Context: an optimization exercise on an open-source flow, tuned for small area, a short achievable clock period and few clock cycles. The choices shown serve that exercise and are no tape-out recipe. Only simulation tests tie the RTL to the original design; equivalence was not proved. No activity file was given, so power comes from the tool's default toggle rates.

## flow/design.v (module list and top-level ports; edited modules follow where they fit)
// module alu: 60 lines
// module bus_if: 123 lines
// module ctrl: 172 lines
// module decoder: 266 lines
// module ex_reg: 87 lines
// module ex_stage: 69 lines
// module gpr: 30 lines
// module id_reg: 75 lines
// module id_stage: 115 lines
// module if_reg: 38 lines
// module if_stage: 66 lines
// module mem_ctrl: 47 lines
// module mem_reg: 68 lines
// module mem_stage: 109 lines
// module cpu: 266 lines
module cpu (
    input  wire                   clk,             
    input  wire                   reset,           
    input  wire [31:0]    if_bus_rd_data,  
    input  wire                   if_bus_rdy_n,     
    input  wire                   if_bus_grant_n,    
    output wire                   if_bus_req_n,     
    output wire [29:0]    if_bus_addr,     
    output wire                   if_bus_as_n,      
    output wire                   if_bus_rw,       
    output wire [31:0]    if_bus_wr_data,  
    input  wire [31:0]    mem_bus_rd_data, 
    input  wire                   mem_bus_rdy_n,    
    input  wire                   mem_bus_grant_n,   
    output wire                   mem_bus_req_n,    
    output wire [29:0]    mem_bus_addr,    
    output wire                   mem_bus_as_n,     
    output wire                   mem_bus_rw,      
    output wire [31:0]    mem_bus_wr_data, 
    input  wire [8-1:0] cpu_irq,
    input  wire [31:0]    if_spm_rd_data,
    output wire [11:0]     if_spm_addr,
    output wire                   if_spm_as_n,
    output wire                   if_spm_rw,
    output wire [31:0]    if_spm_wr_data,
    input  wire [31:0]    mem_spm_rd_data,
    output wire [11:0]     mem_spm_addr,
    output wire                   mem_spm_as_n,
    output wire                   mem_spm_rw,
    output wire [31:0]    mem_spm_wr_data
);
  // ...
==> flow/run.sh <==
#!/bin/bash
# synth_recipe.tcl (not shown) runs the flow's synth.tcl, then flattens the netlist and writes it again
# the make line also repeats each setting of config.mk as NAME=value (left out here)
make -C /OpenROAD-flow-scripts/flow DESIGN_CONFIG=/design/flow/config.mk WORK_HOME=/design/flow/orfs CLKGATE_MAP_FILE= SYNTH_SCRIPT=/design/flow/synth_recipe.tcl finish
==> flow/config.mk <==
export PLATFORM = sky130hd
export DESIGN_NAME = cpu
export DESIGN_NICKNAME = cpu
export VERILOG_FILES = /design/flow/design.v
export SDC_FILE = /design/flow/constraint.sdc
export NUM_CORES = 4
export LEC_CHECK = 0
export CAP_MARGIN = 20
export CORE_MARGIN = 2
export CORE_UTILIZATION = 30
export SLEW_MARGIN = 20
==> flow/constraint.sdc <==
create_clock -name core_clock -period 12.0 [get_ports {clk}]
set_input_delay 2.4000 -clock core_clock [delete_from_list [all_inputs] [get_ports {clk}]]
set_output_delay 2.4000 -clock core_clock [all_outputs]
set_load 0.01 [all_outputs]
==> summary.md, run 1 <==
| Metric | Value |
|---|---|
| Status | timing/DRC/antenna clean |
| Slew of the pin with the lowest slew margin | ~1.3 ns |
| YS warnings | 10 |
| Part of the power in the clock network | 17.3% |
| Top cells by count, synth | edfxtp_1, mux4_2, nand2_1 |
| Final setup viols | 0 |
| Worst path depth | 13 |
| Sw Ratio | between 40% and 50% |
| Number of well taps | a little under 4000 |
| Row count | approximately 200 |
| Top Consumer | combinational cells |
| Fraction of layout cells with a size suffix above 1 | approximately 23% |
| Placed insts | just over 10000 |
| Max reg flops | 1024 |
| CTS root buf | clkbuf_16 |
| Power Clock | 0.00566 W |
| Total grt overflow | 0 |
| Cts hold-fix bufs | 0 |
| GR Util met2 | about a third |
| CP Capture Type | output port |
| WL/cell | roughly 32 um |
| MaxCap Viol Count | 0 |
| Area share of fa/ha/maj cells after synthesis | around 2.4% |
| Psw | 0.0149 W |
| Largest family of logic cells by synthesized area | multiplexers |
| Leading area contributor after synthesis | edfxtp_1 |
| Vias | approximately 62000 |
| Pwr Total | ~0.033 W |
| Initial antenna violation count | 15 |
| Routed met2 length | approximately 150 mm |
| Die area | 298000 sq um |
| Diodes inserted | 5 |
| Reg area | ~48000 sq um |
| Post-route non-filler standard cell count | about 10000 |
| PD cells | about 320 nW/um^2 |
| #FFs+latches synth | about 1600 |
| Pre-CTS setup slack | about 3.6 ns |
| Fraction of power consumed by sequential logic | 30.0% |
| Cell Area, Synth | a little under 90000 sq um |
| Pin count of the biggest net entering global routing | 140 |
| Power Internal | ~0.018 W |
==> module alu, before the edit <==
module alu (
    input  wire [31:0] in_0,  
    input  wire [31:0] in_1,  
    input  wire [3:0]    op,    
    output reg  [31:0] out,   
    output reg                 of     
);
    wire                 sub = (op == 4'h6) || (op == 4'h7);
    wire [31:0]  b   = in_1 ^ {32{sub}};
    wire [31:0]  p0  = in_0 ^ b;
    wire [31:0]  g0  = (in_0 & b) | {{32-1{1'b0}}, p0[0] & sub};
    wire [32*6-1:0]      gg;
    wire [32*6-1:0]      pp;
    assign gg[31:0] = g0;
    assign pp[31:0] = p0;
    genvar l, i;
    generate
        for (l = 0; l < 5; l = l + 1) begin : lvl
            for (i = 0; i < 32; i = i + 1) begin : bt
                if (i >= (1 << l)) begin : op2
                    assign gg[(l+1)*32+i] = gg[l*32+i] | (pp[l*32+i] & gg[l*32+i-(1<<l)]);
                    assign pp[(l+1)*32+i] = pp[l*32+i] & pp[l*32+i-(1<<l)];
                end else begin : pass
                    assign gg[(l+1)*32+i] = gg[l*32+i];
                    assign pp[(l+1)*32+i] = pp[l*32+i];
                end
            end
        end
    endgenerate
    wire [31:0]  sum = p0 ^ {gg[5*32+30:5*32], sub};
    always @(*) begin
        case (op)
            4'h1  : out = in_0 & in_1;
            4'h2   : out = in_0 | in_1;
            4'h3  : out = in_0 ^ in_1;
            4'h4,
            4'h5,
            4'h6,
            4'h7 : out = sum;
            4'h8 : out = in_0 >> in_1[4:0];
            4'h9 : out = in_0 << in_1[4:0];
            default      : out = in_0;
        endcase
    end
    wire a_neg = in_0[31];
    wire b_neg = in_1[31];
    wire a_pos = ~in_0[31] & (|in_0[30:0]);
    wire b_pos = ~in_1[31] & (|in_1[30:0]);
    wire a_min = in_0[31] & ~(|in_0[30:0]);
    wire b_min = in_1[31] & ~(|in_1[30:0]);
    always @(*) begin
        case (op)
            4'h4 : of = (a_pos & b_pos & sum[31]) |
                                (a_neg & b_neg & ~sum[31] & ~(a_min & b_min));
            4'h6 : of = (a_neg & b_pos & ~sum[31]) |
                                (a_pos & b_neg & sum[31]);
            default      : of = 1'b0;
        endcase
    end
endmodule
==> module bus_if, before the edit <==
module bus_if (
    input  wire                clk,             
    input  wire                reset,           
    input  wire                stall,           
    input  wire                flush,           
    output reg                 busy,            
    input  wire [29:0] addr,            
    input  wire                as_n,            
    input  wire                rw,              
    input  wire [31:0] wr_data,         
    output reg  [31:0] rd_data,         
    input  wire [31:0] spm_rd_data,     
    output wire [29:0] spm_addr,        
    output reg                 spm_as_n,        
    output wire                spm_rw,          
    output wire [31:0] spm_wr_data,    
    input  wire [31:0] bus_rd_data,     
    input  wire                bus_rdy_n,       
    input  wire                bus_grant_n,       
    output wire                bus_req_n,       
    output wire [29:0] bus_addr,        
    output reg                 bus_as_n,        
    output wire                bus_rw,         
    output wire [31:0] bus_wr_data     
);
    reg  [1:0]      state;           
    reg  [31:0]        rd_buf;          
    wire [2:0]   s_index;         
    assign s_index     = addr[29:27];
    assign spm_addr    = addr;
    assign spm_rw      = rw;
    assign spm_wr_data = wr_data;
    assign bus_addr    = addr;
    assign bus_rw      = rw;
    assign bus_wr_data = wr_data;
    reg                        req_q;
    wire                       start = (state == 2'h0) && (flush == 1'b0) &&
                                       (as_n == 1'b0) && (s_index != 1);
    assign bus_req_n   = req_q & ~start;
    always @(*) begin
        rd_data  = 32'h0;
        spm_as_n = 1'b1;
        busy     = 1'b0;
        case (state)
            2'h0   : begin  
                if ((flush == 1'b0) && (as_n == 1'b0)) begin
                    if (s_index == 1) begin  
                        if (stall == 1'b0) begin  
                            spm_as_n  = 1'b0;
                            if (rw == 1'b1) begin  
                                rd_data  = spm_rd_data;
                            end
                        end
                    end else begin                      
                        busy     = 1'b1;
                    end
                end
            end
            2'h1    : begin  
                busy     = 1'b1;
            end
            2'h2 : begin  
                if (bus_rdy_n == 1'b0) begin  
                    if (rw == 1'b1) begin  
                        rd_data  = bus_rd_data;
                    end
                end else begin                   
                    busy     = 1'b1;
                end
            end
            2'h3  : begin  
                if (rw == 1'b1) begin  
                    rd_data  = rd_buf;
                end
            end
        endcase
    end
   always @(posedge clk) begin
        if ((state == 2'h2) && (bus_rdy_n == 1'b0) && (rw == 1'b1)) begin
            rd_buf <= bus_rd_data;
        end
   end
   always @(posedge clk or negedge reset) begin
        if (reset == 1'b0) begin
            state       <= 2'h0;
            req_q       <= 1'b1;
            bus_as_n    <= 1'b1;
        end else begin
            case (state)
                2'h0   : begin  
                    if ((flush == 1'b0) && (as_n == 1'b0)) begin 
                        if (s_index != 1) begin  
                            state       <= 2'h1;
                            req_q       <= 1'b0;
                        end
                    end
                end
                2'h1    : begin  
                    if (bus_grant_n == 1'b0) begin  
                        state       <= 2'h2;
                        bus_as_n    <= 1'b0;
                    end
                end
                2'h2 : begin  
                    bus_as_n     <= 1'b1;
                    if (bus_rdy_n == 1'b0) begin  
                        req_q       <= 1'b1;
                        if (stall == 1'b1) begin  
                            state       <= 2'h3;
                        end else begin               
                            state       <= 2'h0;
                        end
                    end
                end
                2'h3  : begin  
                    if (stall == 1'b0) begin  
                        state       <= 2'h0;
                    end
                end
            endcase
        end
    end
endmodule    
==> module ctrl, before the edit <==
module ctrl (
    input  wire                   clk,          
    input  wire                   reset,        
    input  wire [4:0]     creg_rd_addr, 
    output reg  [31:0]    creg_rd_data, 
    output reg  [0:0]  exe_mode,     
    input  wire [8-1:0] irq,          
    output reg                    int_detect,   
    input  wire [29:0]    id_pc,        
    input  wire [29:0]    mem_pc,       
    input  wire                   mem_en,       
    input  wire                   mem_br_flag,  
    input  wire [1:0]      mem_ctrl_op,  
    input  wire [4:0]     mem_dst_addr, 
    input  wire [2:0]      mem_exp_code, 
    input  wire [31:0]    mem_out,      
    input  wire                   if_busy,      
    input  wire                   ld_hazard,    
    input  wire                   mem_busy,     
    output wire                   if_stall,     
    output wire                   id_stall,     
    output wire                   ex_stall,     
    output wire                   mem_stall,    
    output wire                   if_flush,     
    output wire                   id_flush,     
    output wire                   ex_flush,     
    output wire                   mem_flush,    
    output reg  [29:0]    new_pc        
);
    reg                          int_en;        
    reg  [0:0]        pre_exe_mode;  
    reg                          pre_int_en;    
    reg  [29:0]          epc;           
    reg  [29:0]          exp_vector;    
    reg  [2:0]            exp_code;      
    reg                          dly_flag;      
    reg  [8-1:0]       mask;          
    reg [29:0]        pre_pc;           
    reg                       br_flag;          
    wire   stall     = if_busy | mem_busy;
    assign if_stall  = stall | (ld_hazard & ~flush);
    assign id_stall  = stall;
    assign ex_stall  = stall;
    assign mem_stall = stall;
    reg    flush;
    assign if_flush  = flush;
    assign id_flush  = flush | ld_hazard;
    assign ex_flush  = flush;
    assign mem_flush = flush;
    always @(*) begin
        new_pc = 30'h0;
        flush  = 1'b0;
        if (mem_en == 1'b1) begin 
            if (mem_exp_code != 3'h0) begin       
                new_pc = exp_vector;
                flush  = 1'b1;
            end else if (mem_ctrl_op == 2'h2) begin 
                new_pc = epc;
                flush  = 1'b1;
            end else if (mem_ctrl_op == 2'h1) begin 
                new_pc = mem_pc;
                flush  = 1'b1;
            end
        end
    end
    always @(*) begin
        if ((int_en == 1'b1) && ((|((~mask) & irq)) == 1'b1)) begin
            int_detect = 1'b1;
        end else begin
            int_detect = 1'b0;
        end
    end
    always @(*) begin
        case (creg_rd_addr)
           5'h0     : begin 
               creg_rd_data = {{32-2{1'b0}}, int_en, exe_mode};
           end
           5'h1 : begin 
               creg_rd_data = {{32-2{1'b0}}, 
                               pre_int_en, pre_exe_mode};
           end
           5'h2         : begin 
               creg_rd_data = {id_pc, 2'h0};
           end
           5'h3        : begin 
               creg_rd_data = {epc, 2'h0};
           end
           5'h4 : begin 
               creg_rd_data = {exp_vector, 2'h0};
           end
           5'h5      : begin 
               creg_rd_data = {{32-1-3{1'b0}}, 
                               dly_flag, exp_code};
           end
           5'h6   : begin 
               creg_rd_data = {{32-8{1'b0}}, mask};
           end
           5'h7        : begin 
               creg_rd_data = {{32-8{1'b0}}, irq};
           end
           5'h1d   : begin 
               creg_rd_data = $unsigned(8192);
           end
           5'h1e   : begin 
               creg_rd_data = $unsigned(16384);
           end
           5'h1f   : begin 
               creg_rd_data = {8'd41, 8'd7, 
                               8'd1, 8'd0};
           end
           default               : begin 
               creg_rd_data = 32'h0;
           end
        endcase
    end
    always @(posedge clk or negedge reset) begin
        if (reset == 1'b0) begin
            exe_mode     <= 1'b0;
            int_en       <= 1'b0;
            pre_exe_mode <= 1'b0;
            pre_int_en   <= 1'b0;
            exp_code     <= 3'h0;
            mask         <= {8{1'b1}};
            dly_flag     <= 1'b0;
            epc          <= 30'h0;
            exp_vector   <= 30'h0;
            pre_pc       <= 30'h0;
            br_flag      <= 1'b0;
        end else begin
            if ((mem_en == 1'b1) && (stall == 1'b0)) begin
                pre_pc       <= mem_pc;
                br_flag      <= mem_br_flag;
                if (mem_exp_code != 3'h0) begin       
                    exe_mode     <= 1'b0;
                    int_en       <= 1'b0;
                    pre_exe_mode <= exe_mode;
                    pre_int_en   <= int_en;
                    exp_code     <= mem_exp_code;
                    dly_flag     <= br_flag;
                    epc          <= pre_pc;
                end else if (mem_ctrl_op == 2'h2) begin 
                    exe_mode     <= pre_exe_mode;
                    int_en       <= pre_int_en;
                end else if (mem_ctrl_op == 2'h1) begin 
                    case (mem_dst_addr)
                        5'h0     : begin 
                            exe_mode     <= mem_out[0];
                            int_en       <= mem_out[1];
                        end
                        5'h1 : begin 
                            pre_exe_mode <= mem_out[0];
                            pre_int_en   <= mem_out[1];
                        end
                        5'h3        : begin 
                            epc          <= mem_out[31:2];
                        end
                        5'h4 : begin 
                            exp_vector   <= mem_out[31:2];
                        end
                        5'h5      : begin 
                            dly_flag     <= mem_out[3];
                            exp_code     <= mem_out[2:0];
                        end
                        5'h6   : begin 
                            mask         <= mem_out[8-1:0];
                        end
                    endcase
                end
            end
        end
    end
endmodule
==> module decoder, before the edit <==
module decoder (
    input  wire [29:0]   if_pc          ,          
    input  wire [31:0]   if_insn        ,       
    input  wire                  if_en          ,        
    input  wire [31:0]   gpr_rd_data_0  , 
    input  wire [31:0]   gpr_rd_data_1  , 
    output wire [4:0]    gpr_rd_addr_0  , 
    output wire [4:0]    gpr_rd_addr_1  , 
    input  wire                  id_en          ,         
    input  wire [4:0]    id_dst_addr    ,   
    input  wire                  id_gpr_we_n    ,    
    input  wire [1:0]      id_mem_op      ,     
    input  wire                  ex_en          ,         
    input  wire [4:0]    ex_dst_addr    ,   
    input  wire                  ex_gpr_we_n    ,    
    input  wire [31:0]   ex_fwd_data    ,   
    input  wire [31:0]   mem_fwd_data   ,  
    input  wire [31:0]   ex_out         ,
    input  wire [1:0]      ex_mem_op      ,
    input  wire [0:0] exe_mode       ,      
    input  wire [31:0]   creg_rd_data   ,  
    output wire [4:0]    creg_rd_addr   ,  
    output reg  [3:0]      alu_op         ,        
    output reg  [31:0]   alu_in_0       ,      
    output reg  [31:0]   alu_in_1       ,      
    output reg  [29:0]   br_addr        ,       
    output reg                   br_taken       ,      
    output reg                   br_flag        ,       
    output reg  [1:0]      mem_op         ,        
    output wire [31:0]   mem_wr_data    ,   
    output reg  [1:0]     ctrl_op        ,       
    output reg  [4:0]    dst_addr       ,      
    output reg                   gpr_we_n       ,       
    output reg  [2:0]     exp_code       ,      
    output reg                   ld_hazard      
);
    reg         [31:0]  ra_data;                          
    reg         [31:0]  rb_data;                          
    wire [5:0]    op      = if_insn[31:26];     
    wire [4:0]  ra_addr = if_insn[25:21]; 
    wire [4:0]  rb_addr = if_insn[20:16]; 
    wire [4:0]  rc_addr = if_insn[15:11]; 
    wire [15:0]   imm     = if_insn[15:0];    
    wire [31:0] imm_s = {{16{imm[15]}}, imm};
    wire [31:0] imm_u = {{16{1'b0}}, imm};
    assign gpr_rd_addr_0 = ra_addr; 
    assign gpr_rd_addr_1 = rb_addr;
    assign creg_rd_addr  = ra_addr; 
    wire signed [31:0]  s_ra_data = $signed(ra_data);     
    wire signed [31:0]  s_rb_data = $signed(rb_data);     
    assign mem_wr_data = rb_data; 
    wire [29:0] ret_addr  = if_pc + 1'b1;                    
    wire [29:0] br_target = if_pc + imm_s[29:0]; 
    wire use_ra = (op <= 6'h17) || (op == 6'h1a);
    wire use_rb = ((op <= 6'h0f) && (!op[0] || (op == 6'h0b))) || ((op >= 6'h10) && (op <= 6'h13)) ||
                  (op == 6'h17);
    wire is_br  = (op >= 6'h10) && (op <= 6'h15);
    wire ex_wr_ra  = (id_en == 1'b1) && (id_gpr_we_n == 1'b0) && (id_dst_addr == ra_addr);
    wire ex_wr_rb  = (id_en == 1'b1) && (id_gpr_we_n == 1'b0) && (id_dst_addr == rb_addr);
    wire mem_wr_ra = (ex_en == 1'b1) && (ex_gpr_we_n == 1'b0) && (ex_dst_addr == ra_addr);
    wire mem_wr_rb = (ex_en == 1'b1) && (ex_gpr_we_n == 1'b0) && (ex_dst_addr == rb_addr);
    wire mem_ld    = (ex_mem_op == 2'h1);
    always @(*) begin
        if (ex_wr_ra) begin
            ra_data = ex_fwd_data;   
        end else if (mem_wr_ra) begin
            ra_data = mem_fwd_data;  
        end else begin
            ra_data = gpr_rd_data_0; 
        end
        if (ex_wr_rb) begin
            rb_data = ex_fwd_data;   
        end else if (mem_wr_rb) begin
            rb_data = mem_fwd_data;  
        end else begin
            rb_data = gpr_rd_data_1; 
        end
    end
    wire [31:0] ra_br = mem_wr_ra ? ex_out : gpr_rd_data_0;
    wire [31:0] rb_br = mem_wr_rb ? ex_out : gpr_rd_data_1;
    wire signed [31:0] s_ra_br = $signed(ra_br);
    wire signed [31:0] s_rb_br = $signed(rb_br);
    wire [29:0] jr_target = ra_br[31:2];
    always @(*) begin
        ld_hazard = 1'b0;
        if (if_en == 1'b1) begin
            if ((id_en == 1'b1) && (id_mem_op == 2'h1) &&
                ((use_ra && (id_dst_addr == ra_addr)) || (use_rb && (id_dst_addr == rb_addr)))) begin
                ld_hazard = 1'b1;  
            end
            if (is_br && ((use_ra && (ex_wr_ra || (mem_wr_ra && mem_ld))) ||
                          (use_rb && (ex_wr_rb || (mem_wr_rb && mem_ld))))) begin
                ld_hazard = 1'b1;
            end
        end
    end
    always @(*) begin
        alu_op   = 4'h0;
        alu_in_0 = ra_data;
        alu_in_1 = rb_data;
        br_taken = 1'b0;
        br_flag  = 1'b0;
        br_addr  = {30{1'b0}};
        mem_op   = 2'h0;
        ctrl_op  = 2'h0;
        dst_addr = rb_addr;
        gpr_we_n  = 1'b1;
        exp_code = 3'h0;
        if (if_en == 1'b1) begin
            case (op)
                6'h00  : begin 
                    alu_op   = 4'h1;
                    dst_addr = rc_addr;
                    gpr_we_n  = 1'b0;
                end
                6'h01  : begin 
                    alu_op   = 4'h1;
                    alu_in_1 = imm_u;
                    gpr_we_n  = 1'b0;
                end
                6'h02   : begin 
                    alu_op   = 4'h2;
                    dst_addr = rc_addr;
                    gpr_we_n  = 1'b0;
                end
                6'h03   : begin 
                    alu_op   = 4'h2;
                    alu_in_1 = imm_u;
                    gpr_we_n  = 1'b0;
                end
                6'h04  : begin 
                    alu_op   = 4'h3;
                    dst_addr = rc_addr;
                    gpr_we_n  = 1'b0;
                end
                6'h05  : begin 
                    alu_op   = 4'h3;
                    alu_in_1 = imm_u;
                    gpr_we_n  = 1'b0;
                end
                6'h06 : begin 
                    alu_op   = 4'h4;
                    dst_addr = rc_addr;
                    gpr_we_n  = 1'b0;
                end
                6'h07 : begin 
                    alu_op   = 4'h4;
                    alu_in_1 = imm_s;
                    gpr_we_n  = 1'b0;
                end
                6'h08 : begin 
                    alu_op   = 4'h5;
                    dst_addr = rc_addr;
                    gpr_we_n  = 1'b0;
                end
                6'h09 : begin 
                    alu_op   = 4'h5;
                    alu_in_1 = imm_s;
                    gpr_we_n  = 1'b0;
                end
                6'h0a : begin 
                    alu_op   = 4'h6;
                    dst_addr = rc_addr;
                    gpr_we_n  = 1'b0;
                end
                6'h0b : begin 
                    alu_op   = 4'h7;
                    dst_addr = rc_addr;
                    gpr_we_n  = 1'b0;
                end
                6'h0c : begin 
                    alu_op   = 4'h8;
                    dst_addr = rc_addr;
                    gpr_we_n  = 1'b0;
                end
                6'h0d : begin 
                    alu_op   = 4'h8;
                    alu_in_1 = imm_u;
                    gpr_we_n  = 1'b0;
                end
                6'h0e : begin 
                    alu_op   = 4'h9;
                    dst_addr = rc_addr;
                    gpr_we_n  = 1'b0;
                end
                6'h0f : begin 
                    alu_op   = 4'h9;
                    alu_in_1 = imm_u;
                    gpr_we_n  = 1'b0;
                end
                6'h10    : begin 
                    br_addr  = br_target;
                    br_taken = (ra_br == rb_br) ? 1'b1 : 1'b0;
                    br_flag  = 1'b1;
                end
                6'h11   : begin 
                    br_addr  = br_target;
                    br_taken = (ra_br != rb_br) ? 1'b1 : 1'b0;
                    br_flag  = 1'b1;
                end
                6'h12  : begin 
                    br_addr  = br_target;
                    br_taken = (s_ra_br < s_rb_br) ? 1'b1 : 1'b0;
                    br_flag  = 1'b1;
                end
                6'h13  : begin 
                    br_addr  = br_target;
                    br_taken = (ra_br < rb_br) ? 1'b1 : 1'b0;
                    br_flag  = 1'b1;
                end
                6'h14   : begin 
                    br_addr  = jr_target;
                    br_taken = 1'b1;
                    br_flag  = 1'b1;
                end
                6'h15  : begin 
                    alu_in_0 = {ret_addr, {2{1'b0}}};
                    br_addr  = jr_target;
                    br_taken = 1'b1;
                    br_flag  = 1'b1;
                    dst_addr = 5'd31;
                    gpr_we_n  = 1'b0;
                end
                6'h16   : begin 
                    alu_op   = 4'h5;
                    alu_in_1 = imm_s;
                    mem_op   = 2'h1;
                    gpr_we_n  = 1'b0;
                end
                6'h17   : begin 
                    alu_op   = 4'h5;
                    alu_in_1 = imm_s;
                    mem_op   = 2'h2;
                end
                6'h18  : begin 
                    exp_code = 3'h5;
                end
                6'h19  : begin 
                    if (exe_mode == 1'b0) begin
                        alu_in_0 = creg_rd_data;
                        gpr_we_n  = 1'b0;
                    end else begin
                        exp_code = 3'h6;
                    end
                end
                6'h1a  : begin 
                    if (exe_mode == 1'b0) begin
                        ctrl_op  = 2'h1;
                    end else begin
                        exp_code = 3'h6;
                    end
                end
                6'h1b  : begin 
                    if (exe_mode == 1'b0) begin
                        ctrl_op  = 2'h2;
                    end else begin
                        exp_code = 3'h6;
                    end
                end
                default       : begin 
                    exp_code = 3'h2;
                end
            endcase
        end
    end
endmodule
==> module ex_stage, before the edit <==
module ex_stage (
    input  wire                clk,            
    input  wire                reset,          
    input  wire                stall,          
    input  wire                flush,          
    input  wire                int_detect,     
    output wire [31:0] fwd_data,       
    input  wire [29:0] id_pc,          
    input  wire                id_en,          
    input  wire [3:0]    id_alu_op,      
    input  wire [31:0] id_alu_in_0,    
    input  wire [31:0] id_alu_in_1,    
    input  wire                id_br_flag,     
    input  wire [1:0]    id_mem_op,      
    input  wire [31:0] id_mem_wr_data, 
    input  wire [1:0]   id_ctrl_op,     
    input  wire [4:0]  id_dst_addr,    
    input  wire                id_gpr_we_n,     
    input  wire [2:0]   id_exp_code,    
    output wire [29:0] ex_pc,          
    output wire                ex_en,          
    output wire                ex_br_flag,     
    output wire [1:0]    ex_mem_op,      
    output wire [31:0] ex_mem_wr_data, 
    output wire [1:0]   ex_ctrl_op,     
    output wire [4:0]  ex_dst_addr,    
    output wire                ex_gpr_we_n,     
    output wire [2:0]   ex_exp_code,    
    output wire [31:0] ex_out          
);
    wire [31:0]        alu_out;        
    wire                       alu_of;         
    assign fwd_data = alu_out;
    alu alu (
        .in_0           (id_alu_in_0),    
        .in_1           (id_alu_in_1),    
        .op             (id_alu_op),      
        .out            (alu_out),        
        .of             (alu_of)          
    );
    ex_reg ex_reg (
        .clk            (clk),            
        .reset          (reset),          
        .alu_out        (alu_out),        
        .alu_of         (alu_of),         
        .stall          (stall),          
        .flush          (flush),          
        .int_detect     (int_detect),     
        .id_pc          (id_pc),          
        .id_en          (id_en),          
        .id_br_flag     (id_br_flag),     
        .id_mem_op      (id_mem_op),      
        .id_mem_wr_data (id_mem_wr_data), 
        .id_ctrl_op     (id_ctrl_op),     
        .id_dst_addr    (id_dst_addr),    
        .id_gpr_we_n     (id_gpr_we_n),     
        .id_exp_code    (id_exp_code),    
        .ex_pc          (ex_pc),          
        .ex_en          (ex_en),          
        .ex_br_flag     (ex_br_flag),     
        .ex_mem_op      (ex_mem_op),      
        .ex_mem_wr_data (ex_mem_wr_data), 
        .ex_ctrl_op     (ex_ctrl_op),     
        .ex_dst_addr    (ex_dst_addr),    
        .ex_gpr_we_n     (ex_gpr_we_n),     
        .ex_exp_code    (ex_exp_code),    
        .ex_out         (ex_out)          
    );
endmodule
==> module gpr, before the edit <==
module gpr(
    input   wire                    clk             ,
    input   wire                    reset           ,
    input   wire    [4:0]   rd_addr_0       , 
    output  wire    [31:0]  rd_data_0       , 
    input   wire    [4:0]   rd_addr_1       , 
    output  wire    [31:0]  rd_data_1       , 
    input   wire                    we_n            , 
    input   wire    [4:0]   wr_addr         , 
    input   wire    [31:0]  wr_data           
);
    reg     [31:0]      gpr_mem [32-1:0];
    reg     [32-1:0]      valid;
    wire    [31:0]      mem_0 = valid[rd_addr_0] ? gpr_mem[rd_addr_0] : 32'h0;
    wire    [31:0]      mem_1 = valid[rd_addr_1] ? gpr_mem[rd_addr_1] : 32'h0;
    assign rd_data_0 = ((we_n == 1'b0) && (wr_addr == rd_addr_0)) ? wr_data : mem_0; 
    assign rd_data_1 = ((we_n == 1'b0) && (wr_addr == rd_addr_1)) ? wr_data : mem_1; 
    always @(posedge clk) begin
        if (we_n == 1'b0) begin
            gpr_mem[wr_addr] <= wr_data;
        end
    end
    always @(posedge clk or negedge reset) begin
        if (reset == 1'b0) begin
            valid <= {32{1'b0}};
        end else if (we_n == 1'b0) begin
            valid[wr_addr] <= 1'b1;
        end
    end
endmodule
==> run 2: changes to the inputs <==
--- a/flow/design.v
+++ b/flow/design.v
@@ -3,10 +3,11 @@
     input  wire [31:0] in_0,  
     input  wire [31:0] in_1,  
     input  wire [3:0]    op,    
+    input  wire [6:0]          sel,    
+    input  wire                sub,    
     output reg  [31:0] out,   
     output reg                 of     
 );
-    wire                 sub = (op == 4'h6) || (op == 4'h7);
     wire [31:0]  b   = in_1 ^ {32{sub}};
     wire [31:0]  p0  = in_0 ^ b;
     wire [31:0]  g0  = (in_0 & b) | {{32-1{1'b0}}, p0[0] & sub};
@@ -30,18 +31,13 @@
     endgenerate
     wire [31:0]  sum = p0 ^ {gg[5*32+30:5*32], sub};
     always @(*) begin
-        case (op)
-            4'h1  : out = in_0 & in_1;
-            4'h2   : out = in_0 | in_1;
-            4'h3  : out = in_0 ^ in_1;
-            4'h4,
-            4'h5,
-            4'h6,
-            4'h7 : out = sum;
-            4'h8 : out = in_0 >> in_1[4:0];
-            4'h9 : out = in_0 << in_1[4:0];
-            default      : out = in_0;
-        endcase
+        out = ({32{sel[0]}} & (in_0 & in_1)) |
+              ({32{sel[1]}} & (in_0 | in_1)) |
+              ({32{sel[2]}} & (in_0 ^ in_1)) |
+              ({32{sel[3]}} & sum) |
+              ({32{sel[4]}} & (in_0 >> in_1[4:0])) |
+              ({32{sel[5]}} & (in_0 << in_1[4:0])) |
+              ({32{sel[6]}} & in_0);
     end
     wire a_neg = in_0[31];
     wire b_neg = in_1[31];
@@ -62,126 +58,220 @@
 module bus_if (
     input  wire                clk,             
     input  wire                reset,           
-    input  wire                stall,           
+    input  wire                other_busy,      
     input  wire                flush,           
     output reg                 busy,            
+    output wire                wr_pend,         
+    output wire                wr_busy,         
     input  wire [29:0] addr,            
     input  wire                as_n,            
     input  wire                rw,              
     input  wire [31:0] wr_data,         
-    output reg  [31:0] rd_data,         
+    output wire [31:0] rd_data,         
     input  wire [31:0] spm_rd_data,     
     output wire [29:0] spm_addr,        
-    output reg                 spm_as_n,        
+    output wire                spm_as_n,        
     output wire                spm_rw,          
     output wire [31:0] spm_wr_data,    
     input  wire [31:0] bus_rd_data,     
     input  wire                bus_rdy_n,       
-    input  wire                bus_grant_n,       
+    input  wire                bus_grant_n,     
     output wire                bus_req_n,       
-    output wire [29:0] bus_addr,        
+    output reg  [29:0] bus_addr,        
     output reg                 bus_as_n,        
-    output wire                bus_rw,         
-    output wire [31:0] bus_wr_data     
+    output reg                 bus_rw,         
+    output reg  [31:0] bus_wr_data     
 );
     reg  [1:0]      state;           
     reg  [31:0]        rd_buf;          
-    wire [2:0]   s_index;         
-    assign s_index     = addr[29:27];
+    reg                        req_q;           
+    reg                        wpost;           
+    wire                       is_spm  = (addr[29:27] == 1);
+    wire                       acc     = (flush == 1'b0) && (as_n == 1'b0);
+    wire                       idle    = (state == 2'h0);
+    reg                        sdone;
+    wire                       wbusy   = wpost && !idle;
+    wire                       start_r = idle && acc && !is_spm && (rw == 1'b1);
+    wire                       start_w = idle && acc && !is_spm && (rw == 1'b0) && !sdone;
+    wire                       start   = start_r || start_w;
+    wire                       spm_w   = acc && is_spm && (rw == 1'b0) && !sdone && !wbusy;
     assign spm_addr    = addr;
     assign spm_rw      = rw;
     assign spm_wr_data = wr_data;
-    assign bus_addr    = addr;
-    assign bus_rw      = rw;
-    assign bus_wr_data = wr_data;
-    reg                        req_q;
-    wire                       start = (state == 2'h0) && (flush == 1'b0) &&
-                                       (as_n == 1'b0) && (s_index != 1);
+    assign spm_as_n    = !(spm_w || (acc && is_spm && (rw == 1'b1)));
     assign bus_req_n   = req_q & ~start;
+    assign wr_pend     = wbusy || start_w;
+    assign wr_busy     = wbusy;
+    assign rd_data     = is_spm ? spm_rd_data :
+                         (state == 2'h3) ? rd_buf : bus_rd_data;
     always @(*) begin
-        rd_data  = 32'h0;
-        spm_as_n = 1'b1;
-        busy     = 1'b0;
-        case (state)
-            2'h0   : begin  
-                if ((flush == 1'b0) && (as_n == 1'b0)) begin
-                    if (s_index == 1) begin  
-                        if (stall == 1'b0) begin  
-                            spm_as_n  = 1'b0;
-                            if (rw == 1'b1) begin  
-                                rd_data  = spm_rd_data;
-                            end
-                        end
-                    end else begin                      
-                        busy     = 1'b1;
-                    end
-                end
-            end
-            2'h1    : begin  
-                busy     = 1'b1;
-            end
-            2'h2 : begin  
-                if (bus_rdy_n == 1'b0) begin  
-                    if (rw == 1'b1) begin  
-                        rd_data  = bus_rd_data;
-                    end
-                end else begin                   
-                    busy     = 1'b1;
-                end
-            end
-            2'h3  : begin  
-                if (rw == 1'b1) begin  
-                    rd_data  = rd_buf;
-                end
-            end
-        endcase
+        busy = 1'b0;
+        if (acc && is_spm && (rw == 1'b0) && !sdone && wbusy) begin
+            busy = 1'b1;
+        end
+        if (acc && !is_spm) begin
+            case (state)
+                2'h0   : busy = (rw == 1'b1);
+                2'h1    : busy = (rw == 1'b1) || !sdone;
+                2'h2 : busy = wpost ? !sdone : (bus_rdy_n != 1'b0);
+                default              : busy = 1'b0;
+            endcase
+        end
     end
-   always @(posedge clk) begin
-        if ((state == 2'h2) && (bus_rdy_n == 1'b0) && (rw == 1'b1)) begin
-            rd_buf <= bus_rd_data;
+    always @(posedge clk) begin
+        if (start) begin
+            bus_addr    <= addr;
+            bus_rw      <= rw;
+            bus_wr_data <= wr_data;
         end
-   end
-   always @(posedge clk or negedge reset) begin
+        if ((state == 2'h2) && (bus_rdy_n == 1'b0)) begin
+            rd_buf      <= bus_rd_data;
+        end
+    end
+    always @(posedge clk or negedge reset) begin
         if (reset == 1'b0) begin
             state       <= 2'h0;
             req_q       <= 1'b1;
             bus_as_n    <= 1'b1;
+            wpost       <= 1'b0;
+            sdone       <= 1'b0;
         end else begin
+            sdone       <= (sdone || start_w || spm_w) && (other_busy || busy);
             case (state)
-                2'h0   : begin  
-                    if ((flush == 1'b0) && (as_n == 1'b0)) begin 
-                        if (s_index != 1) begin  
-                            state       <= 2'h1;
-                            req_q       <= 1'b0;
-                        end
+                2'h0   : begin
+                    if (start) begin
+                        state       <= 2'h1;
+                        req_q       <= 1'b0;
+                        wpost       <= start_w;
                     end
                 end
-                2'h1    : begin  
-                    if (bus_grant_n == 1'b0) begin  
+                2'h1    : begin
+                    if (bus_grant_n == 1'b0) begin
                         state       <= 2'h2;
                         bus_as_n    <= 1'b0;
                     end
                 end
-                2'h2 : begin  
+                2'h2 : begin
                     bus_as_n     <= 1'b1;
-                    if (bus_rdy_n == 1'b0) begin  
+                    if (bus_rdy_n == 1'b0) begin
                         req_q       <= 1'b1;
-                        if (stall == 1'b1) begin  
+                        if (!wpost && other_busy) begin
                             state       <= 2'h3;
-                        end else begin               
+                        end else begin
                             state       <= 2'h0;
                         end
                     end
                 end
-                2'h3  : begin  
-                    if (stall == 1'b0) begin  
+                2'h3  : begin
+                    if (!other_busy) begin
                         state       <= 2'h0;
                     end
                 end
             endcase
         end
     end
-endmodule    
+endmodule
+module if_bus_if (
+    input  wire                clk,             
+    input  wire                reset,           
+    input  wire                stall,           
+    input  wire                flush,           
+    input  wire                hold,            
+    output reg                 busy,            
+    input  wire [29:0] addr,            
+    input  wire                next_bus,        
+    output wire [31:0] rd_data,         
+    input  wire [31:0] spm_rd_data,     
+    output wire [29:0] spm_addr,        
+    output wire                spm_as_n,        
+    output wire                spm_rw,          
+    output wire [31:0] spm_wr_data,    
+    input  wire [31:0] bus_rd_data,     
+    input  wire                bus_rdy_n,       
+    input  wire                bus_grant_n,     
+    output wire                bus_req_n,       
+    output wire [29:0] bus_addr,        
+    output wire                bus_as_n,        
+    output wire                bus_rw,         
+    output wire [31:0] bus_wr_data     
+);
+    localparam [2:0] S_IDLE = 3'd0, S_REQ = 3'd1, S_ACCESS = 3'd2, S_STALL = 3'd3, S_NEXT = 3'd4;
+    reg  [2:0]                 state;
+    reg  [31:0]        rd_buf;
+    reg                        req_q;
+    reg                        as_q;
+    wire                       is_spm   = (addr[29:27] == 1);
+    wire                       start    = (state == S_IDLE) && (flush == 1'b0) && !is_spm && !hold;
+    wire                       rdy      = (state == S_ACCESS) && (bus_rdy_n == 1'b0);
+    wire                       cont     = rdy && !stall && !hold &&
+                                          next_bus;
+    assign spm_addr    = addr;
+    assign spm_rw      = 1'b1;
+    assign spm_wr_data = 32'h0;
+    assign spm_as_n    = !((state == S_IDLE) && (flush == 1'b0) && is_spm);
+    assign bus_req_n   = req_q & ~start;
+    assign bus_as_n    = ~as_q & (state != S_NEXT);
+    assign bus_addr    = addr;
+    assign bus_rw      = 1'b1;
+    assign bus_wr_data = 32'h0;
+    assign rd_data     = (state == S_STALL) ? rd_buf :
+                         (state == S_ACCESS) ? bus_rd_data : spm_rd_data;
+    always @(*) begin
+        case (state)
+            S_IDLE   : busy = (flush == 1'b0) && !is_spm;
+            S_ACCESS : busy = (bus_rdy_n != 1'b0);
+            S_STALL  : busy = 1'b0;
+            default  : busy = 1'b1;
+        endcase
+    end
+    always @(posedge clk) begin
+        if (rdy) begin
+            rd_buf <= bus_rd_data;
+        end
+    end
+    always @(posedge clk or negedge reset) begin
+        if (reset == 1'b0) begin
+            state       <= S_IDLE;
+            req_q       <= 1'b1;
+            as_q        <= 1'b0;
+        end else begin
+            case (state)
+                S_IDLE   : begin
+                    if (start) begin
+                        state       <= S_REQ;
+                        req_q       <= 1'b0;
+                    end
+                end
+                S_REQ    : begin
+                    if (bus_grant_n == 1'b0) begin
+                        state       <= S_ACCESS;
+                        as_q        <= 1'b1;
+                    end
+                end
+                S_NEXT   : begin
+                    state       <= S_ACCESS;
+                end
+                S_ACCESS : begin
+                    as_q        <= 1'b0;
+                    if (bus_rdy_n == 1'b0) begin
+                        if (cont) begin
+                            state       <= S_NEXT;
+                        end else begin
+                            req_q       <= 1'b1;
+                            state       <= stall ? S_STALL : S_IDLE;
+                        end
+                    end
+                end
+                S_STALL  : begin
+                    if (!stall) begin
+                        state       <= S_IDLE;
+                    end
+                end
+                default  : state <= S_IDLE;
+            endcase
+        end
+    end
+endmodule
 module ctrl (
     input  wire                   clk,          
     input  wire                   reset,        
@@ -193,6 +283,7 @@
     input  wire [29:0]    id_pc,        
     input  wire [29:0]    mem_pc,       
     input  wire                   mem_en,       
+    input  wire                   mem_flush_req,
     input  wire                   mem_br_flag,  
     input  wire [1:0]      mem_ctrl_op,  
     input  wire [4:0]     mem_dst_addr, 
@@ -201,6 +292,7 @@
     input  wire                   if_busy,      
     input  wire                   ld_hazard,    
     input  wire                   mem_busy,     
+    input  wire                   wr_pend,      
     output wire                   if_stall,     
     output wire                   id_stall,     
     output wire                   ex_stall,     
@@ -232,23 +324,17 @@
     assign ex_flush  = flush;
     assign mem_flush = flush;
     always @(*) begin
-        new_pc = 30'h0;
-        flush  = 1'b0;
-        if (mem_en == 1'b1) begin 
-            if (mem_exp_code != 3'h0) begin       
-                new_pc = exp_vector;
-                flush  = 1'b1;
-            end else if (mem_ctrl_op == 2'h2) begin 
-                new_pc = epc;
-                flush  = 1'b1;
-            end else if (mem_ctrl_op == 2'h1) begin 
-                new_pc = mem_pc;
-                flush  = 1'b1;
-            end
+        flush  = mem_flush_req;
+        if (mem_exp_code != 3'h0) begin       
+            new_pc = exp_vector;
+        end else if (mem_ctrl_op == 2'h2) begin 
+            new_pc = epc;
+        end else begin
+            new_pc = mem_pc;
         end
     end
     always @(*) begin
-        if ((int_en == 1'b1) && ((|((~mask) & irq)) == 1'b1)) begin
+        if ((int_en == 1'b1) && ((|((~mask) & irq)) == 1'b1) && !wr_pend) begin
             int_detect = 1'b1;
         end else begin
             int_detect = 1'b0;
@@ -366,6 +452,11 @@
     input  wire [4:0]    id_dst_addr    ,   
     input  wire                  id_gpr_we_n    ,    
     input  wire [1:0]      id_mem_op      ,     
+    input  wire [3:0]      id_alu_op      ,
+    input  wire                  id_alu_arith   ,
+    input  wire                  id_alu_sub     ,
+    input  wire [31:0]   id_alu_in_0    ,
+    input  wire [31:0]   id_alu_in_1    ,
     input  wire                  ex_en          ,         
     input  wire [4:0]    ex_dst_addr    ,   
     input  wire                  ex_gpr_we_n    ,    
@@ -434,9 +525,42 @@
     end
     wire [31:0] ra_br = mem_wr_ra ? ex_out : gpr_rd_data_0;
     wire [31:0] rb_br = mem_wr_rb ? ex_out : gpr_rd_data_1;
-    wire signed [31:0] s_ra_br = $signed(ra_br);
-    wire signed [31:0] s_rb_br = $signed(rb_br);
     wire [29:0] jr_target = ra_br[31:2];
+    wire                is_beq    = (op == 6'h10) || (op == 6'h11);
+    wire                br_ex_dep = (use_ra && ex_wr_ra) || (use_rb && ex_wr_rb);
+    wire                ex_arith  = id_alu_arith;
+    wire                ex_fast   = ex_arith && (id_mem_op != 2'h1);
+    wire                f_sub     = id_alu_sub;
+    wire [31:0] f_x       = id_alu_in_0;
+    wire [31:0] f_y       = id_alu_in_1 ^ {32{f_sub}};
+    wire [31:0] f_z       = ex_wr_ra ? rb_br : ra_br;
+    wire [31:0] f_rc      = f_x ^ f_y ^ f_z;                    
+    wire [31:0] f_co      = (f_x & f_y) | ((f_x | f_y) & f_rc);  
+    wire                f_add_eq  = (f_rc == {f_co[31-1:0], f_sub});
+    wire                f_eq      = (ex_wr_ra && ex_wr_rb) ? 1'b1 : f_add_eq;
+    wire [32*6-1:0]     cmp_g;
+    wire [32*6-1:0]     cmp_e;
+    assign cmp_g[31:0] = {1'b0, ~ra_br[31-1:0] & rb_br[31-1:0]};
+    assign cmp_e[31:0] = {1'b1, ~(ra_br[31-1:0] ^ rb_br[31-1:0])};
+    genvar cl, ci;
+    generate
+        for (cl = 0; cl < 5; cl = cl + 1) begin : cmp_lvl
+            for (ci = 0; ci < 32; ci = ci + 1) begin : cmp_node
+                if (ci < (32 >> (cl + 1))) begin : node
+                    assign cmp_g[(cl+1)*32+ci] = cmp_g[cl*32+2*ci+1] | (cmp_e[cl*32+2*ci+1] & cmp_g[cl*32+2*ci]);
+                    assign cmp_e[(cl+1)*32+ci] = cmp_e[cl*32+2*ci+1] & cmp_e[cl*32+2*ci];
+                end else begin : unused
+                    assign cmp_g[(cl+1)*32+ci] = 1'b0;
+                    assign cmp_e[(cl+1)*32+ci] = 1'b0;
+                end
+            end
+        end
+    endgenerate
+    wire                br_lt_lo = cmp_g[5*32];
+    wire                br_eq    = cmp_e[5*32] & ~(ra_br[31] ^ rb_br[31]);
+    wire                br_sd    = ra_br[31] ^ rb_br[31];
+    wire                br_lt_u  = br_sd ? rb_br[31] : br_lt_lo;
+    wire                br_lt_s  = br_sd ? ra_br[31] : br_lt_lo;
     always @(*) begin
         ld_hazard = 1'b0;
         if (if_en == 1'b1) begin
@@ -444,8 +568,8 @@
                 ((use_ra && (id_dst_addr == ra_addr)) || (use_rb && (id_dst_addr == rb_addr)))) begin
                 ld_hazard = 1'b1;  
             end
-            if (is_br && ((use_ra && (ex_wr_ra || (mem_wr_ra && mem_ld))) ||
-                          (use_rb && (ex_wr_rb || (mem_wr_rb && mem_ld))))) begin
+            if (is_br && ((use_ra && mem_wr_ra && mem_ld) || (use_rb && mem_wr_rb && mem_ld) ||
+                          (br_ex_dep && !(is_beq && ex_fast)))) begin
                 ld_hazard = 1'b1;
             end
         end
@@ -546,22 +670,22 @@
                 end
                 6'h10    : begin 
                     br_addr  = br_target;
-                    br_taken = (ra_br == rb_br) ? 1'b1 : 1'b0;
+                    br_taken = (br_ex_dep ? f_eq : br_eq) ? 1'b1 : 1'b0;
                     br_flag  = 1'b1;
                 end
                 6'h11   : begin 
                     br_addr  = br_target;
-                    br_taken = (ra_br != rb_br) ? 1'b1 : 1'b0;
+                    br_taken = !(br_ex_dep ? f_eq : br_eq) ? 1'b1 : 1'b0;
                     br_flag  = 1'b1;
                 end
                 6'h12  : begin 
                     br_addr  = br_target;
-                    br_taken = (s_ra_br < s_rb_br) ? 1'b1 : 1'b0;
+                    br_taken = br_lt_s ? 1'b1 : 1'b0;
                     br_flag  = 1'b1;
                 end
                 6'h13  : begin 
                     br_addr  = br_target;
-                    br_taken = (ra_br < rb_br) ? 1'b1 : 1'b0;
+                    br_taken = br_lt_u ? 1'b1 : 1'b0;
                     br_flag  = 1'b1;
                 end
                 6'h14   : begin 
@@ -717,6 +841,8 @@
     input  wire [29:0] id_pc,          
     input  wire                id_en,          
     input  wire [3:0]    id_alu_op,      
+    input  wire [6:0]          id_alu_sel,     
+    input  wire                id_alu_sub,     
     input  wire [31:0] id_alu_in_0,    
     input  wire [31:0] id_alu_in_1,    
     input  wire                id_br_flag,     
@@ -744,6 +870,8 @@
         .in_0           (id_alu_in_0),    
         .in_1           (id_alu_in_1),    
         .op             (id_alu_op),      
+        .sel            (id_alu_sel),     
+        .sub            (id_alu_sub),     
         .out            (alu_out),        
         .of             (alu_of)          
     );
@@ -780,8 +908,13 @@
     input   wire                    clk             ,
     input   wire                    reset           ,
     input   wire    [4:0]   rd_addr_0       , 
+    input   wire    [32-1:0]  rd_sel_0        , 
+    input   wire    [4:0]   nxt_addr_0      , 
     output  wire    [31:0]  rd_data_0       , 
     input   wire    [4:0]   rd_addr_1       , 
+    input   wire    [32-1:0]  rd_sel_1        , 
+    input   wire    [4:0]   nxt_addr_1      , 
+    input   wire                    hold            , 
     output  wire    [31:0]  rd_data_1       , 
     input   wire                    we_n            , 
     input   wire    [4:0]   wr_addr         , 
@@ -789,15 +922,44 @@
 );
     reg     [31:0]      gpr_mem [32-1:0];
     reg     [32-1:0]      valid;
-    wire    [31:0]      mem_0 = valid[rd_addr_0] ? gpr_mem[rd_addr_0] : 32'h0;
-    wire    [31:0]      mem_1 = valid[rd_addr_1] ? gpr_mem[rd_addr_1] : 32'h0;
-    assign rd_data_0 = ((we_n == 1'b0) && (wr_addr == rd_addr_0)) ? wr_data : mem_0; 
-    assign rd_data_1 = ((we_n == 1'b0) && (wr_addr == rd_addr_1)) ? wr_data : mem_1; 
-    always @(posedge clk) begin
-        if (we_n == 1'b0) begin
-            gpr_mem[wr_addr] <= wr_data;
+    integer                     i;
+    genvar                      g;
+    reg                         vld_0;
+    reg                         vld_1;
+    wire    [32-1:0]      valid_nxt = valid | ((we_n == 1'b0) ? ({{32-1{1'b0}}, 1'b1} << wr_addr) : {32{1'b0}});
+    always @(posedge clk or negedge reset) begin
+        if (reset == 1'b0) begin
+            vld_0 <= 1'b0;
+            vld_1 <= 1'b0;
+        end else if (hold) begin
+            vld_0 <= vld_0 | ((we_n == 1'b0) && (wr_addr == rd_addr_0));
+            vld_1 <= vld_1 | ((we_n == 1'b0) && (wr_addr == rd_addr_1));
+        end else begin
+            vld_0 <= valid_nxt[nxt_addr_0];
+            vld_1 <= valid_nxt[nxt_addr_1];
+        end
+    end
+    reg     [31:0]      mem_0;
+    reg     [31:0]      mem_1;
+    always @(*) begin
+        mem_0 = 32'h0;
+        mem_1 = 32'h0;
+        for (i = 0; i < 32; i = i + 1) begin
+            mem_0 = mem_0 | ({32{rd_sel_0[i]}} & gpr_mem[i]);
+            mem_1 = mem_1 | ({32{rd_sel_1[i]}} & gpr_mem[i]);
         end
     end
+    assign rd_data_0 = ((we_n == 1'b0) && (wr_addr == rd_addr_0)) ? wr_data : (mem_0 & {32{vld_0}}); 
+    assign rd_data_1 = ((we_n == 1'b0) && (wr_addr == rd_addr_1)) ? wr_data : (mem_1 & {32{vld_1}}); 
+    generate
+        for (g = 0; g < 32; g = g + 1) begin : wr
+            always @(posedge clk) begin
+                if ((we_n == 1'b0) && (wr_addr == g)) begin
+                    gpr_mem[g] <= wr_data;
+                end
+            end
+        end
+    endgenerate
     always @(posedge clk or negedge reset) begin
         if (reset == 1'b0) begin
             valid <= {32{1'b0}};
@@ -826,6 +988,8 @@
     output reg  [29:0] id_pc,          
     output reg                 id_en,          
     output reg  [3:0]    id_alu_op,      
+    output reg  [6:0]          id_alu_sel,      
+    output reg                 id_alu_sub,      
     output reg  [31:0] id_alu_in_0,    
     output reg  [31:0] id_alu_in_1,    
     output reg                 id_br_flag,     
@@ -843,6 +1007,20 @@
             id_mem_wr_data <= mem_wr_data;
         end
     end
+    wire [3:0] alu_op_nxt = (flush == 1'b1) ? 4'h0 : alu_op;
+    always @(posedge clk or negedge reset) begin
+        if (reset == 1'b0) begin
+            id_alu_sel <= 7'b1000000;
+            id_alu_sub <= 1'b0;
+        end else if (stall == 1'b0) begin
+            id_alu_sel <= {(alu_op_nxt == 4'h0) || (alu_op_nxt > 4'h9),
+                           (alu_op_nxt == 4'h9), (alu_op_nxt == 4'h8),
+                           (alu_op_nxt >= 4'h4) && (alu_op_nxt <= 4'h7),
+                           (alu_op_nxt == 4'h3), (alu_op_nxt == 4'h2),
+                           (alu_op_nxt == 4'h1)};
+            id_alu_sub <= (alu_op_nxt == 4'h6) || (alu_op_nxt == 4'h7);
+        end
+    end
     always @(posedge clk or negedge reset) begin
         if (reset == 1'b0) begin 
             id_pc          <= 30'h0;
@@ -909,6 +1087,8 @@
     output wire [29:0]   id_pc,          
     output wire                  id_en,          
     output wire [3:0]      id_alu_op,      
+    output wire [6:0]            id_alu_sel,     
+    output wire                  id_alu_sub,     
     output wire [31:0]   id_alu_in_0,    
     output wire [31:0]   id_alu_in_1,    
     output wire                  id_br_flag,     
@@ -941,6 +1121,11 @@
         .id_dst_addr    (id_dst_addr),    
         .id_gpr_we_n    (id_gpr_we_n),   
         .id_mem_op      (id_mem_op),      
+        .id_alu_op      (id_alu_op),
+        .id_alu_arith   (id_alu_sel[3]),
+        .id_alu_sub     (id_alu_sub),
+        .id_alu_in_0    (id_alu_in_0),
+        .id_alu_in_1    (id_alu_in_1),
         .ex_en          (ex_en),          
         .ex_fwd_data    (ex_fwd_data),    
         .ex_dst_addr    (ex_dst_addr),    
@@ -985,6 +1170,8 @@
         .id_pc          (id_pc),          
         .id_en          (id_en),          
         .id_alu_op      (id_alu_op),      
+        .id_alu_sel     (id_alu_sel),     
+        .id_alu_sub     (id_alu_sub),     
         .id_alu_in_0    (id_alu_in_0),    
         .id_alu_in_1    (id_alu_in_1),    
         .id_br_flag     (id_br_flag),     
@@ -1007,11 +1194,20 @@
     input   wire    [29:0]  br_addr , 
     output  reg     [29:0]  if_pc   , 
     output  reg     [31:0]  if_insn , 
-    output  reg                     if_en     
+    output  reg                     if_en   , 
+    output  wire                    next_bus, 
+    output  reg     [32-1:0]  if_sel_0, 
+    output  reg     [32-1:0]  if_sel_1  
 );
+    wire    [29:0]  pc_inc = if_pc + 1'd1;
+    assign next_bus = (flush == 1'b1)    ? (new_pc[29:27]  != 1) :
+                      (br_taken == 1'b1) ? (br_addr[29:27] != 1) :
+                                              (pc_inc[29:27]  != 1);
     always @(posedge clk) begin
         if (stall == 1'b0) begin
             if_insn <= insn;
+            if_sel_0 <= {{32-1{1'b0}}, 1'b1} << insn[25:21];
+            if_sel_1 <= {{32-1{1'b0}}, 1'b1} << insn[20:16];
         end
     end
     always @(posedge clk or negedge reset) begin : PIPELINE_REG
@@ -1027,7 +1223,7 @@
                     if_pc   <= br_addr;
                     if_en   <= 1'b1;
                 end else begin                          
-                    if_pc   <= if_pc + 1'd1;          
+                    if_pc   <= pc_inc;          
                     if_en   <= 1'b1;
                 end
             end
@@ -1051,6 +1247,7 @@
     output wire                bus_rw,      
     output wire [31:0] bus_wr_data, 
     input  wire                stall,       
+    input  wire                hold,        
     input  wire                flush,       
     input  wire [29:0] new_pc,      
     input  wire                br_taken,    
@@ -1058,33 +1255,37 @@
     output wire                busy,        
     output wire [29:0] if_pc,       
     output wire [31:0] if_insn,     
-    output wire                if_en        
+    output wire                if_en,       
+    output wire [32-1:0] if_sel_0,    
+    output wire [32-1:0] if_sel_1,    
+    output wire [31:0] if_nxt_insn   
 );
     wire [31:0]        insn;        
-    bus_if bus_if (
-        .clk         (clk),                 
-        .reset       (reset),               
-        .stall       (stall),               
-        .flush       (flush),               
-        .busy        (busy),                
-        .addr        (if_pc),               
-        .as_n        (1'b0),            
-        .rw          (1'b1),               
-        .wr_data     (32'h0),     
-        .rd_data     (insn),                
-        .spm_rd_data (spm_rd_data),         
-        .spm_addr    (spm_addr),            
-        .spm_as_n     (spm_as_n),             
-        .spm_rw      (spm_rw),              
-        .spm_wr_data (spm_wr_data),         
-        .bus_rd_data (bus_rd_data),         
-        .bus_rdy_n    (bus_rdy_n),            
-        .bus_grant_n   (bus_grant_n),           
-        .bus_req_n    (bus_req_n),            
-        .bus_addr    (bus_addr),            
-        .bus_as_n     (bus_as_n),             
-        .bus_rw      (bus_rw),              
-        .bus_wr_data (bus_wr_data)          
+    assign if_nxt_insn = insn;
+    wire                       next_bus;    
+    if_bus_if bus_if (
+        .clk         (clk),
+        .reset       (reset),
+        .stall       (stall),
+        .flush       (flush),
+        .hold        (hold),
+        .busy        (busy),
+        .addr        (if_pc),
+        .next_bus    (next_bus),
+        .rd_data     (insn),
+        .spm_rd_data (spm_rd_data),
+        .spm_addr    (spm_addr),
+        .spm_as_n    (spm_as_n),
+        .spm_rw      (spm_rw),
+        .spm_wr_data (spm_wr_data),
+        .bus_rd_data (bus_rd_data),
+        .bus_rdy_n   (bus_rdy_n),
+        .bus_grant_n (bus_grant_n),
+        .bus_req_n   (bus_req_n),
+        .bus_addr    (bus_addr),
+        .bus_as_n    (bus_as_n),
+        .bus_rw      (bus_rw),
+        .bus_wr_data (bus_wr_data)
     );
     if_reg if_reg (
         .clk         (clk),                 
@@ -1097,7 +1298,10 @@
         .br_addr     (br_addr),             
         .if_pc       (if_pc),               
         .if_insn     (if_insn),             
-        .if_en       (if_en)                
+        .if_en       (if_en),               
+        .next_bus    (next_bus),
+        .if_sel_0    (if_sel_0),
+        .if_sel_1    (if_sel_1)
     );
 endmodule
 module mem_ctrl (
@@ -1168,7 +1372,8 @@
     output reg  [4:0]  mem_dst_addr, 
     output reg                 mem_gpr_we_n,  
     output reg  [2:0]   mem_exp_code, 
-    output reg  [31:0] mem_out       
+    output reg  [31:0] mem_out,      
+    output reg                 mem_flush_req   
 );
     always @(posedge clk) begin
         if (stall == 1'b0) begin
@@ -1176,6 +1381,19 @@
         end
     end
     always @(posedge clk or negedge reset) begin
+        if (reset == 1'b0) begin
+            mem_flush_req <= 1'b0;
+        end else if (stall == 1'b0) begin
+            if (flush == 1'b1) begin
+                mem_flush_req <= 1'b0;
+            end else begin
+                mem_flush_req <= (ex_en == 1'b1) &&
+                                 ((miss_align == 1'b1) || (ex_exp_code != 3'h0) ||
+                                  (ex_ctrl_op == 2'h2) || (ex_ctrl_op == 2'h1));
+            end
+        end
+    end
+    always @(posedge clk or negedge reset) begin
         if (reset == 1'b0) begin    
             mem_pc       <= 30'h0;
             mem_en       <= 1'b0;
@@ -1221,6 +1439,9 @@
     input  wire                stall,          
     input  wire                flush,          
     output wire                busy,           
+    input  wire                other_busy,     
+    output wire                wr_pend,        
+    output wire                wr_busy,        
     output wire [31:0] fwd_data,       
     input  wire [31:0] spm_rd_data,    
     output wire [29:0] spm_addr,       
@@ -1252,7 +1473,8 @@
     output wire [4:0]  mem_dst_addr,   
     output wire                mem_gpr_we_n,    
     output wire [2:0]   mem_exp_code,   
-    output wire [31:0] mem_out         
+    output wire [31:0] mem_out,        
+    output wire                mem_flush_req   
 );
     wire [31:0]        rd_data;        
     wire [29:0]        addr;           
@@ -1278,7 +1500,9 @@
     bus_if bus_if (
         .clk         (clk),                    
         .reset       (reset),                  
-        .stall       (stall),                  
+        .other_busy  (other_busy),             
+        .wr_pend     (wr_pend),                
+        .wr_busy     (wr_busy),                
         .flush       (flush),                  
         .busy        (busy),                   
         .addr        (addr),                   
@@ -1321,7 +1545,8 @@
         .mem_dst_addr (mem_dst_addr),          
         .mem_gpr_we_n  (mem_gpr_we_n),           
         .mem_exp_code (mem_exp_code),          
-        .mem_out      (mem_out)                
+        .mem_out      (mem_out),               
+        .mem_flush_req(mem_flush_req)          
     );
 endmodule
 module cpu (
@@ -1361,6 +1586,8 @@
     wire [29:0]          id_pc;          
     wire                         id_en;          
     wire [3:0]             id_alu_op;      
+    wire [6:0]                   id_alu_sel;
+    wire                         id_alu_sub;
     wire [31:0]          id_alu_in_0;    
     wire [31:0]          id_alu_in_1;    
     wire                         id_br_flag;     
@@ -1398,6 +1625,12 @@
     wire                         mem_flush;      
     wire                         if_busy;        
     wire                         mem_busy;       
+    wire                         mem_wr_pend;
+    wire                         mem_wr_busy;
+    wire                         mem_flush_req;
+    wire [32-1:0]          if_sel_0;
+    wire [32-1:0]          if_sel_1;
+    wire [31:0]          if_nxt_insn;
     wire [29:0]          new_pc;         
     wire [29:0]          br_addr;        
     wire                         br_taken;       
@@ -1433,6 +1666,7 @@
         .bus_rw         (if_bus_rw),        
         .bus_wr_data    (if_bus_wr_data),   
         .stall          (if_stall),         
+        .hold           (mem_wr_busy),
         .flush          (if_flush),         
         .new_pc         (new_pc),           
         .br_taken       (br_taken),         
@@ -1440,7 +1674,10 @@
         .busy           (if_busy),          
         .if_pc          (if_pc),            
         .if_insn        (if_insn),          
-        .if_en          (if_en)             
+        .if_en          (if_en),            
+        .if_sel_0       (if_sel_0),         
+        .if_sel_1       (if_sel_1),         
+        .if_nxt_insn    (if_nxt_insn)       
     );
         id_stage id_stage (
         .clk            (clk),              
@@ -1470,6 +1707,8 @@
         .id_pc          (id_pc),            
         .id_en          (id_en),            
         .id_alu_op      (id_alu_op),        
+        .id_alu_sel     (id_alu_sel),       
+        .id_alu_sub     (id_alu_sub),       
         .id_alu_in_0    (id_alu_in_0),      
         .id_alu_in_1    (id_alu_in_1),      
         .id_br_flag     (id_br_flag),       
@@ -1490,6 +1729,8 @@
         .id_pc          (id_pc),            
         .id_en          (id_en),            
         .id_alu_op      (id_alu_op),        
+        .id_alu_sel     (id_alu_sel),       
+        .id_alu_sub     (id_alu_sub),       
         .id_alu_in_0    (id_alu_in_0),      
         .id_alu_in_1    (id_alu_in_1),      
         .id_br_flag     (id_br_flag),       
@@ -1516,6 +1757,9 @@
         .stall          (mem_stall),        
         .flush          (mem_flush),        
         .busy           (mem_busy),         
+        .other_busy     (if_busy),
+        .wr_busy        (mem_wr_busy),
+        .wr_pend        (mem_wr_pend),
         .fwd_data       (mem_fwd_data),     
         .spm_rd_data    (mem_spm_rd_data),  
         .spm_addr       (mem_spm_addr_w),     
@@ -1547,7 +1791,8 @@
         .mem_dst_addr   (mem_dst_addr),     
         .mem_gpr_we_n    (mem_gpr_we_n),      
         .mem_exp_code   (mem_exp_code),     
-        .mem_out        (mem_out)           
+        .mem_out        (mem_out),          
+        .mem_flush_req  (mem_flush_req)     
     );
         ctrl ctrl (
         .clk            (clk),              
@@ -1559,6 +1804,7 @@
         .int_detect     (int_detect),       
         .id_pc          (id_pc),            
         .mem_pc         (mem_pc),           
+        .mem_flush_req  (mem_flush_req),    
         .mem_en         (mem_en),           
         .mem_br_flag    (mem_br_flag),      
         .mem_ctrl_op    (mem_ctrl_op),      
@@ -1568,6 +1814,7 @@
         .if_busy        (if_busy),          
         .ld_hazard      (ld_hazard),        
         .mem_busy       (mem_busy),         
+        .wr_pend        (mem_wr_pend),
         .if_stall       (if_stall),         
         .id_stall       (id_stall),         
         .ex_stall       (ex_stall),         
@@ -1582,8 +1829,13 @@
         .clk       (clk),                   
         .reset     (reset),                 
         .rd_addr_0 (gpr_rd_addr_0),         
+        .rd_sel_0  (if_sel_0),              
+        .nxt_addr_0(if_nxt_insn[25:21]),
         .rd_data_0 (gpr_rd_data_0),         
         .rd_addr_1 (gpr_rd_addr_1),         
+        .rd_sel_1  (if_sel_1),              
+        .nxt_addr_1(if_nxt_insn[20:16]),
+        .hold      (if_stall),              
         .rd_data_1 (gpr_rd_data_1),         
         .we_n       (mem_gpr_we_n),           
         .wr_addr   (mem_dst_addr),          
--- a/flow/config.mk
+++ b/flow/config.mk
@@ -8,4 +8,5 @@
 export CAP_MARGIN = 20
 export CORE_MARGIN = 2
 export CORE_UTILIZATION = 30
+export SETUP_SLACK_MARGIN = 5
 export SLEW_MARGIN = 20
==> run 2 against run 1 <==
Still clean. Critical path depth up 10. Hold slack worse by 0.0024 ns. Final cell count up 14%. Setup slack better by 1.4 ns. Count of clock-buffer cells in the layout up 5. Combinational power down 8%. Global-route usage up 6.3 points. Non-clock buffer count up 71. Total power down 1.6%. Clock power up about 10%. Sequential cell count up 131. Largest cell class unchanged.
==> summary.md, run 2 <==
| Metric | Value |
|---|---|
| Cell Area, Synth | 88700 sq um (was 88000 sq um) |
| Placed insts | 11465 (was 10069) |
| Async SR Flop Fraction | 18.6% (was 19.2%) |
| PD cells | 312 nW/um^2 (was 324 nW/um^2) |
| Slew of the pin with the lowest slew margin | 1.26 ns (was 1.27 ns) |
| Leading area contributor after synthesis | edfxtp_1 (unchanged) |
| Total grt overflow | 0 (unchanged) |
| Pin count of the biggest net entering global routing | 177 (was 140) |
| EDFF count, synth | 1439 (was 1312) |
| Cell Chain, Critical Path | buf_4 -> buf_4 -> a22o_1 -> a221oi_1 -> nand3_1 -> or4_1 -> a221oi_4 -> o21bai_1 -> nor2_1 -> a21oi_1 -> fa_1 -> xnor2_1 -> nor4_1 -> nand4_1 -> nor4_2 -> buf_4 -> nor3b_1 -> nand4bb_2 -> o21ai_4 -> buf_6 -> nor2_1 -> a21oi_1 -> o21ai_0 (was nor3_4 -> buf_4 -> a21boi_4 -> buf_4 -> or3_1 -> nor3_1 -> nand2b_4 -> inv_8 -> o21ai_4 -> buf_4 -> nor2_2 -> nand3_1 -> clkdlybuf4s50_1) |
| #FFs+latches synth | 1768 (was 1637) |
| Initial antenna violation count | 33 (was 15) |
| Vias | 76384 (was 62421) |
| Die area | 300000 sq um (was 298000 sq um) |
| Top cells by count, synth | edfxtp_1, a22oi_1, nand2_1 (was edfxtp_1, mux4_2, nand2_1) |
| Number of port buffers | 297 (unchanged) |
| CP Capture Type | flop (was output port) |
| CTS root buf | clkbuf_16 (unchanged) |
| Row count | 199 (was 198) |
| Iter 0 DRT Violations | 14970 (was 9243) |
| Core Region | 294000 sq um (was 291000 sq um) |
| P_leak | 36.7 nW (was 34.9 nW) |
| Worst-case reg-to-reg path depth | 23 (was 20) |
| First-pass GRT wire length | 594 mm (was 473 mm) |
| Pwr Total | 0.0323 W (was 0.0328 W) |
| Hold wc startpoint | id_stage.id_reg.id_mem_wr_data[10] (was id_stage.id_reg.id_mem_wr_data[6]) |
| Fraction of layout cells with a size suffix above 1 | 11.1% (was 22.6%) |
| Fin. max-slew vios | 0 (unchanged) |
| Status | timing/DRC/antenna clean (unchanged) |
| Max reg flops | 1024 (unchanged) |
| Final setup viols | 0 (unchanged) |
| WL/cell | 37.3 um (was 32.4 um) |
| Post-route non-filler standard cell count | 11853 (was 10412) |
| FF-to-FF Start | if_stage.if_reg.if_sel_0[3] |
[run 2: cell count changes in the layout (fill, tap and decap cells not counted), sizes merged, moves of 127 or more]
cell    delta
mux4     -658
a22o     +139
nand2    +252
nand3    +131
edfxtp   +127
nor2     +181
nand4    +131
a22oi    +773
[run 2: kinds of logic after synthesis]
kind of cell	count (synthesis)	share of synthesized area, %
flip-flops	1768	58.1
other	2	0.00847
AO/OA/AOI/OAI	2360	18.9
AND/OR/NAND/NOR	1891	9.78
multiplexers	308	4.27
XOR/XNOR	165	1.63
adder cells (fa/ha/maj)	235	3.60
buffers and inverters	785	3.75
[run 2: how the worst max path moves through the flow]
stage,to,slack [ns]
3_5_place_dp,if_stage.if_reg.if_pc[22],4.68
2_1_floorplan,if_stage.if_reg.if_pc[21],5.15
3_3_place_gp,if_stage.if_reg.if_pc[21],4.66
6_report,if_stage.if_reg.if_pc[1],5.03
4_1_cts,if_stage.bus_if.state[2],5.00
5_1_grt,if_stage.if_reg.if_pc[8],5.00
[run 2: layout make-up]
type	instances	area, sq um
fillers	28757	191000
flip-flops and latches	1768	51500
multi-input cells	5025	34600
repair buffers	586	5200
clock buffers	237	5180
well taps	3919	4900
clock inverters	124	1350
inverters	176	672
diodes	18	45.0
[run 2: repair_timing]
action | in CTS | in global routing
resized for setup | 6 | 16
endpoints found under the setup margin | 29 | 30
setup buffers | 3 | 2
hold buffers | 0 | 0
[run 2: stage by stage]
step                cell area, sq um  setup slack (ns)  hold WS [ns]
finish                        103000              5.03         0.414
global route                  103000              5.00         0.430
CTS                           103000              5.00         0.417
detailed placement             96600              4.68         0.408
global placement               96600              4.66         0.406
floorplan                      88900              5.15         0.400
[run 2: power breakdown]
group / total [W] / leakage [nW] / switching (W) / internal, W
Sequential: 0.0101 / 17.5 / 0.00138 / 0.00869
Clock: 0.00625 / 3.18 / 0.00271 / 0.00354
Combinational: 0.0160 / 16.0 / 0.0115 / 0.00449
[run 2: layer usage]
| layer | global-route usage, % | up-vias | wire length, um |
|---|---|---|---|
| li1 | - | 29692 | - |
| met1 | 37.9 | 37549 | 167000 |
| met5 | 0.127 | - | 46 |
| met4 | 16.9 | 4 | 34300 |
| met3 | 10.0 | 1825 | 68300 |
| met2 | 38.9 | 7314 | 173000 |
[run 2: critical path: cells and delay by family (launching register included)]
family	cells	cell delay [ns]
AOI/OAI and AO/OA	8	2.11
xor gates and xnor gates	1	0.20
adders and majority gates	1	0.50
buffers and inverters	4	1.20
DFF	1	0.38
and+or+nand+nor	9	2.28

Setup slack of run 2, layout unchanged: 5.033 ns with ideal ports, 5.033 ns with driving cells assumed (clock clkbuf_16, inputs buf_2), 5.012 ns with port delays also shifted by the 0.988 ns mid clock arrival.
